This is an optimization exercise on Yosys and OpenROAD, whose aim is small area, not a production implementation.
Function was checked by simulation only, so behaviour that the tests miss may differ from the original.

v6:
==> module quant, before the edit <==
module quant(input [9:0] x, input [5:0] idx, output [9:0] q);
reg [6:0] d;
always @* case (idx)    
    6'o00: d = 72;   6'o01: d = 92;   6'o02: d = 95;   6'o03: d = 98;   6'o04: d = 112;  6'o05: d = 100;  6'o06: d = 103;  6'o07: d = 99;
    6'o10: d = 16;   6'o11: d = 11;   6'o12: d = 10;   6'o13: d = 16;   6'o14: d = 24;   6'o15: d = 40;   6'o16: d = 51;   6'o17: d = 61;
    6'o20: d = 12;   6'o21: d = 12;   6'o22: d = 14;   6'o23: d = 19;   6'o24: d = 26;   6'o25: d = 58;   6'o26: d = 60;   6'o27: d = 55;
    6'o30: d = 14;   6'o31: d = 13;   6'o32: d = 16;   6'o33: d = 24;   6'o34: d = 40;   6'o35: d = 57;   6'o36: d = 69;   6'o37: d = 56;
    6'o40: d = 14;   6'o41: d = 17;   6'o42: d = 22;   6'o43: d = 29;   6'o44: d = 51;   6'o45: d = 87;   6'o46: d = 80;   6'o47: d = 62;
    6'o50: d = 18;   6'o51: d = 22;   6'o52: d = 37;   6'o53: d = 56;   6'o54: d = 68;   6'o55: d = 109;  6'o56: d = 103;  6'o57: d = 77;
    6'o60: d = 24;   6'o61: d = 35;   6'o62: d = 55;   6'o63: d = 64;   6'o64: d = 81;   6'o65: d = 104;  6'o66: d = 113;  6'o67: d = 92;
    6'o70: d = 49;   6'o71: d = 64;   6'o72: d = 78;   6'o73: d = 87;   6'o74: d = 103;  6'o75: d = 121;  6'o76: d = 120;  6'o77: d = 101;
endcase
function [8:0] ad8; input [7:0] a, b; input ci; integer i; reg c; begin
  c = ci; for (i = 0; i < 8; i = i + 1) {c, ad8[i]} = a[i] + b[i] + c; ad8[8] = c; end endfunction
function [9:0] inc; input [9:0] a; input ci; integer i; reg c; begin
  c = ci; for (i = 0; i < 10; i = i + 1) begin inc[i] = a[i] ^ c; c = a[i] & c; end end endfunction
wire s = x[9];
wire [9:0] ax = inc(x ^ {10{s}}, s);    
reg [12:0] r;
reg [5:0] qq;
reg [8:0] t;
integer j;
always @* begin
    r = {3'd0, ax};
    for (j = 5; j >= 0; j = j - 1) begin
        t = ad8(r[j +: 8], {1'b1, ~d}, 1'b1);    
        qq[j] = t[8];
        if (t[8]) r[j +: 8] = t[7:0];
    end
end
assign q = inc({4'd0, qq} ^ {10{s}}, s);
endmodule
Settings: LEC_CHECK=0, CAP_MARGIN=20, CORE_MARGIN=2, CORE_UTILIZATION=65, CTS_BUF_LIST=sky130_fd_sc_hd__clkbuf_16, CTS_CLUSTER_DIAMETER=80, CTS_CLUSTER_SIZE=30, PLACE_DENSITY=0.75, SLEW_MARGIN=20; clock period 20.0 ns.
standard.sh (not shown) runs the stock make flow with config.mk's settings and CLKGATE_MAP_FILE= SYNTH_SCRIPT=/design/flow/synth_recipe.tcl, a recipe that flattens the netlist after the stock synthesis.
==> flow/flow/run.sh <==
#!/bin/bash
# Standard layout, with two changes: the port buffers that placement inserts are the
# smallest buffer cell (BUFFER_PORTS_ARGS), and one netlist pass runs between synthesis and
# floorplan: flow/fapol.py re-polarises the full adders of the synthesised netlist so that
# fewer inverters are needed. Registers and every other cell are left as synthesis made them.
set -euo pipefail
R=orfs/results/$FLOW_PLATFORM/top/base
export BUFFER_PORTS_ARGS="-buffer_cell sky130_fd_sc_hd__buf_1"
bash standard.sh synth > standard_synth.log 2>&1
cp $R/1_2_yosys.v $R/1_2_yosys.std.v
python3 flow/fapol.py $R/1_2_yosys.std.v $R/1_2_yosys.pol.v > fapol.log 2>&1
mv $R/1_2_yosys.pol.v $R/1_2_yosys.v
rm -f $R/1_synth.odb $R/1_synth.sdc
bash standard.sh > standard_finish.log 2>&1
Other scripts of this flow, unchanged in this note and not shown: flow/flow/fapol.py
Here is what was changed in the inputs of v7 compared with v6.
--- a/flow/design.v
+++ b/flow/design.v
@@ -43,13 +43,14 @@
 module quant(input [9:0] x, input [5:0] idx, output [9:0] q);
 reg [6:0] d;
-always @* case (idx)    
-    6'o00: d = 72;   6'o01: d = 92;   6'o02: d = 95;   6'o03: d = 98;   6'o04: d = 112;  6'o05: d = 100;  6'o06: d = 103;  6'o07: d = 99;
-    6'o10: d = 16;   6'o11: d = 11;   6'o12: d = 10;   6'o13: d = 16;   6'o14: d = 24;   6'o15: d = 40;   6'o16: d = 51;   6'o17: d = 61;
-    6'o20: d = 12;   6'o21: d = 12;   6'o22: d = 14;   6'o23: d = 19;   6'o24: d = 26;   6'o25: d = 58;   6'o26: d = 60;   6'o27: d = 55;
-    6'o30: d = 14;   6'o31: d = 13;   6'o32: d = 16;   6'o33: d = 24;   6'o34: d = 40;   6'o35: d = 57;   6'o36: d = 69;   6'o37: d = 56;
-    6'o40: d = 14;   6'o41: d = 17;   6'o42: d = 22;   6'o43: d = 29;   6'o44: d = 51;   6'o45: d = 87;   6'o46: d = 80;   6'o47: d = 62;
-    6'o50: d = 18;   6'o51: d = 22;   6'o52: d = 37;   6'o53: d = 56;   6'o54: d = 68;   6'o55: d = 109;  6'o56: d = 103;  6'o57: d = 77;
-    6'o60: d = 24;   6'o61: d = 35;   6'o62: d = 55;   6'o63: d = 64;   6'o64: d = 81;   6'o65: d = 104;  6'o66: d = 113;  6'o67: d = 92;
-    6'o70: d = 49;   6'o71: d = 64;   6'o72: d = 78;   6'o73: d = 87;   6'o74: d = 103;  6'o75: d = 121;  6'o76: d = 120;  6'o77: d = 101;
+wire [2:0] row = idx[5:3] - 3'd1;    
+always @* case ({row, idx[2:0]})
+    6'o00: d = 16;   6'o01: d = 11;   6'o02: d = 10;   6'o03: d = 16;   6'o04: d = 24;   6'o05: d = 40;   6'o06: d = 51;   6'o07: d = 61;
+    6'o10: d = 12;   6'o11: d = 12;   6'o12: d = 14;   6'o13: d = 19;   6'o14: d = 26;   6'o15: d = 58;   6'o16: d = 60;   6'o17: d = 55;
+    6'o20: d = 14;   6'o21: d = 13;   6'o22: d = 16;   6'o23: d = 24;   6'o24: d = 40;   6'o25: d = 57;   6'o26: d = 69;   6'o27: d = 56;
+    6'o30: d = 14;   6'o31: d = 17;   6'o32: d = 22;   6'o33: d = 29;   6'o34: d = 51;   6'o35: d = 87;   6'o36: d = 80;   6'o37: d = 62;
+    6'o40: d = 18;   6'o41: d = 22;   6'o42: d = 37;   6'o43: d = 56;   6'o44: d = 68;   6'o45: d = 109;  6'o46: d = 103;  6'o47: d = 77;
+    6'o50: d = 24;   6'o51: d = 35;   6'o52: d = 55;   6'o53: d = 64;   6'o54: d = 81;   6'o55: d = 104;  6'o56: d = 113;  6'o57: d = 92;
+    6'o60: d = 49;   6'o61: d = 64;   6'o62: d = 78;   6'o63: d = 87;   6'o64: d = 103;  6'o65: d = 121;  6'o66: d = 120;  6'o67: d = 101;
+    6'o70: d = 72;   6'o71: d = 92;   6'o72: d = 95;   6'o73: d = 98;   6'o74: d = 112;  6'o75: d = 100;  6'o76: d = 103;  6'o77: d = 99;
 endcase
 function [8:0] ad8; input [7:0] a, b; input ci; integer i; reg c; begin
Results
- The lower global-route usage came out of v6.
- Compared with v6, v7 supports a lower clock frequency.
- Looking at post-route worst hold slack, v7 sits below v6.
- | number of global-route vias before repair | higher: v7 |
- Looking only at met2 usage, and setting everything else aside, the lower value of v7 and v6 goes to v6.
- Summary — data arrival time of the critical path, v7 relative to v6: higher, by 130 ps.
- Detailed-route wire length: v7 > v6
- v6 and v7 ended up with roughly the same post-route clock skew.

==> port drivers added, routing unchanged <==
No port has a modelled driver above. Below, the same layouts with a new extraction and two added sets of constraints.
Step 1, drivers: a clkbuf_16 drives clk and a buf_2 each remaining input, both assumed.
Step 2 moves the port delays by t, midway between the first and last clock arrival at a register: inputs arrive t later, outputs are due t later. That takes back most of the time a late clock gives input paths.
a / b / c = ideal / step 1 / step 2; a / b = the first two.
| run | t (ns) | setup WS [ns] | worst data-port slew with drivers (ns) |
|---|---|---|---|
| v6 | 0.677 | 1.085 / 1.085 / 1.085 | 0.07 |
| v7 | 0.670 | 0.934 / 0.934 / 0.934 | 0.04 |
After both steps every run listed still meets setup and hold.
